From an optimization exercise on the open Yosys and OpenROAD flow, aimed at small area and a short achievable clock period; shortcuts taken in it are not production practice. The clock port is modelled as an ideal driver, which makes a skipped or thinned clock tree look cheaper than it is; a real chip needs a root buffer or a tree. Power is estimated from default activity; no workload was simulated.

==> flow/design.v (excerpt) <==
module operator (
    input logic rst,
    input logic clk,
    input logic [31:0] reg_addr,
    input logic [31:0] reg_wr_data,
    input logic reg_wr,
    input logic [31:0] a,
    input logic [31:0] b,
    input logic [31:0] c,
    output logic [63:0] z
);
export LEC_CHECK = 0
export ABC_CLOCK_PERIOD_IN_PS = 1000
export CAP_MARGIN = 20
export CORE_MARGIN = 2
export CORE_UTILIZATION = 65
export CTS_BUF_LIST = sky130_fd_sc_hd__clkbuf_4 sky130_fd_sc_hd__clkbuf_8
export CTS_CLUSTER_DIAMETER = 60
export CTS_CLUSTER_SIZE = 30
export SETUP_SLACK_MARGIN = 3.7
export SLEW_MARGIN = 20
create_clock -name core_clock -period 6.0 [get_ports {clk}]
standard.sh (not shown) runs the stock make flow with config.mk's settings and CLKGATE_MAP_FILE= SYNTH_SCRIPT=/design/flow/synth_recipe.tcl, a recipe that flattens the netlist after the stock synthesis.
==> flow/flow/run.sh <==
#!/bin/bash
# Standard ORFS layout, except that:
#  - the port buffers are small plain buffers (buffer_ports otherwise picks a
#    large delay cell for every port);
#  - the clock tree is two levels: the clock port drives a root clock
#    buffer, which drives six leaf buffers, each driving the flip-flops of
#    one sixth of the core (manual_cts.tcl);
#  - before the clock tree, the output port buffers and the output registers
#    are given more drive (manual_cts.tcl).
set -euo pipefail
W=$(pwd)
bash standard.sh synth > "$W/make_synth.log" 2>&1
export BUFFER_PORTS_ARGS="-buffer_cell sky130_fd_sc_hd__buf_1"
export PRE_CTS_TCL="$W/flow/manual_cts.tcl"
bash standard.sh > "$W/make_layout.log" 2>&1
==> flow/flow/manual_cts.tcl <==
# A two-level clock tree: the clock port drives one root clock buffer, which
# drives one leaf clock buffer per region of the core; each leaf drives the
# flip-flops of its region. The regions split the flip-flops into n_cols
# columns of equal count by x, and each column into n_rows rows by y.
proc manual_clock_tree {n_cols n_rows leaf_master root_master} {
  set block [ord::get_db_block]
  set net [$block findNet clk]
  set leaf_m [[ord::get_db] findMaster $leaf_master]
  set root_m [[ord::get_db] findMaster $root_master]
  set sinks {}
  foreach it [$net getITerms] {
    set bb [[$it getInst] getBBox]
    lappend sinks [list $it [expr {([$bb xMin] + [$bb xMax]) / 2}] [expr {([$bb yMin] + [$bb yMax]) / 2}]]
  }
  set n [llength $sinks]
  set by_x [lsort -integer -index 1 $sinks]
  set groups {}
  for {set c 0} {$c < $n_cols} {incr c} {
    set col [lsort -integer -index 2 [lrange $by_x [expr {$c * $n / $n_cols}] [expr {($c + 1) * $n / $n_cols - 1}]]]
    set m [llength $col]
    for {set r 0} {$r < $n_rows} {incr r} {
      lappend groups [lrange $col [expr {$r * $m / $n_rows}] [expr {($r + 1) * $m / $n_rows - 1}]]
    }
  }
  # the root buffer, between the port net and the leaves' net
  set root [odb::dbInst_create $block $root_m "clkbuf_root"]
  set trunk [odb::dbNet_create $block "clknet_root"]
  $trunk setSigType CLOCK
  [$root findITerm A] connect $net
  [$root findITerm X] connect $trunk
  set k 0
  set rx 0
  set ry 0
  foreach g $groups {
    set sx 0; set sy 0
    foreach s $g { incr sx [lindex $s 1]; incr sy [lindex $s 2] }
    set cx [expr {$sx / [llength $g]}]
    set cy [expr {$sy / [llength $g]}]
    incr rx $cx
    incr ry $cy
    set inst [odb::dbInst_create $block $leaf_m "clkbuf_leaf_$k"]
    $inst setLocation $cx $cy
    $inst setPlacementStatus PLACED
    set leaf [odb::dbNet_create $block "clknet_leaf_$k"]
    $leaf setSigType CLOCK
    foreach s $g {
      set it [lindex $s 0]
      $it disconnect
      $it connect $leaf
    }
    [$inst findITerm A] connect $trunk
    [$inst findITerm X] connect $leaf
    puts "clock leaf $k: [llength $g] sinks at ($cx, $cy)"
    incr k
  }
  $root setLocation [expr {$rx / $k}] [expr {$ry / $k}]
  $root setPlacementStatus PLACED
  $net setSigType CLOCK
}

# Used in place of TritonCTS: cts.tcl calls clock_tree_synthesis, then
# legalises the placement and repairs timing as usual.
rename clock_tree_synthesis tritoncts_clock_tree_synthesis
proc clock_tree_synthesis {args} {
  upsize_output_stage
  manual_clock_tree 3 2 sky130_fd_sc_hd__clkbuf_16 sky130_fd_sc_hd__clkbuf_16
  set_propagated_clock [all_clocks]
}

# The paths from the output registers to the ports are among the longest:
# give the output port buffers and the output registers more drive. The
# registers that drive several ports (copies of the sign) get the most.
proc upsize_output_stage {} {
  set master_buf [get_lib_cells sky130_fd_sc_hd__buf_2]
  foreach inst [get_cells output*] {
    if {[get_property $inst ref_name] eq "sky130_fd_sc_hd__buf_1"} {
      replace_cell $inst $master_buf
    }
  }
  foreach inst [get_cells -hier *z3*] {
    if {[get_property $inst ref_name] eq "sky130_fd_sc_hd__dfxtp_1"} {
      set q [get_pins -of_objects $inst -filter "direction==output"]
      set fanout [llength [get_pins -of_objects [get_nets -of_objects $q] -filter "direction==input"]]
      replace_cell $inst [expr {$fanout > 2 ? "sky130_fd_sc_hd__dfxtp_4" : "sky130_fd_sc_hd__dfxtp_2"}]
    }
  }
}
Next try:
--- a/flow/flow/run.sh
+++ b/flow/flow/run.sh
@@ -5,7 +5,5 @@
 #  - the clock tree is two levels: the clock port drives a root clock
 #    buffer, which drives six leaf buffers, each driving the flip-flops of
-#    one sixth of the core (manual_cts.tcl);
-#  - before the clock tree, the output port buffers and the output registers
-#    are given more drive (manual_cts.tcl).
+#    one sixth of the core (manual_cts.tcl).
 set -euo pipefail
 W=$(pwd)
--- a/flow/flow/manual_cts.tcl
+++ b/flow/flow/manual_cts.tcl
@@ -63,25 +63,5 @@
 rename clock_tree_synthesis tritoncts_clock_tree_synthesis
 proc clock_tree_synthesis {args} {
-  upsize_output_stage
   manual_clock_tree 3 2 sky130_fd_sc_hd__clkbuf_16 sky130_fd_sc_hd__clkbuf_16
   set_propagated_clock [all_clocks]
 }
-
-# The paths from the output registers to the ports are among the longest:
-# give the output port buffers and the output registers more drive. The
-# registers that drive several ports (copies of the sign) get the most.
-proc upsize_output_stage {} {
-  set master_buf [get_lib_cells sky130_fd_sc_hd__buf_2]
-  foreach inst [get_cells output*] {
-    if {[get_property $inst ref_name] eq "sky130_fd_sc_hd__buf_1"} {
-      replace_cell $inst $master_buf
-    }
-  }
-  foreach inst [get_cells -hier *z3*] {
-    if {[get_property $inst ref_name] eq "sky130_fd_sc_hd__dfxtp_1"} {
-      set q [get_pins -of_objects $inst -filter "direction==output"]
-      set fanout [llength [get_pins -of_objects [get_nets -of_objects $q] -filter "direction==input"]]
-      replace_cell $inst [expr {$fanout > 2 ? "sky130_fd_sc_hd__dfxtp_4" : "sky130_fd_sc_hd__dfxtp_2"}]
-    }
-  }
-}
Effect:
- design area is lower by 1.7%
- routed wire length is lower by 1.1%
- sequential power hardly moves
- via count is lower by 1.3%
- clock power stays flat
- worst hold slack improved by 0.010 ns
No run of this note included a check of the RTL's function; only the layout flow was run. In every run of this note, the design's own scripts or RTL, not TritonCTS, make the clock network.

[static timing again, ports no longer ideal]
How much do the figures lean on ideal ports? The routed layouts below were timed once more, with nothing changed but the port constraints.
Step 1 assumes that a clkbuf_16 drives the clock port and a buf_2 every other input.
Step 2, shift: input delay + t, output delay - t, t = (earliest + latest rising clock arrival at the registers) / 2. This alone moves slack from input paths to output paths.
Three values: no drivers, after step 1, after step 2; two values: the first two.
run	t, ns	slack for setup (ns)	worst hold slack (ns)
the first run	0.386	3.768 / 3.768 / 3.506	0.380 / 0.380 / 0.380
the second run	0.387	3.774 / 3.774 / 3.490	0.390 / 0.390 / 0.390
After both steps setup and hold are still met in every run listed. For the second run, which loses most, drivers alone change the setup slack by 0.000 ns; drivers and shift together by -0.284 ns.
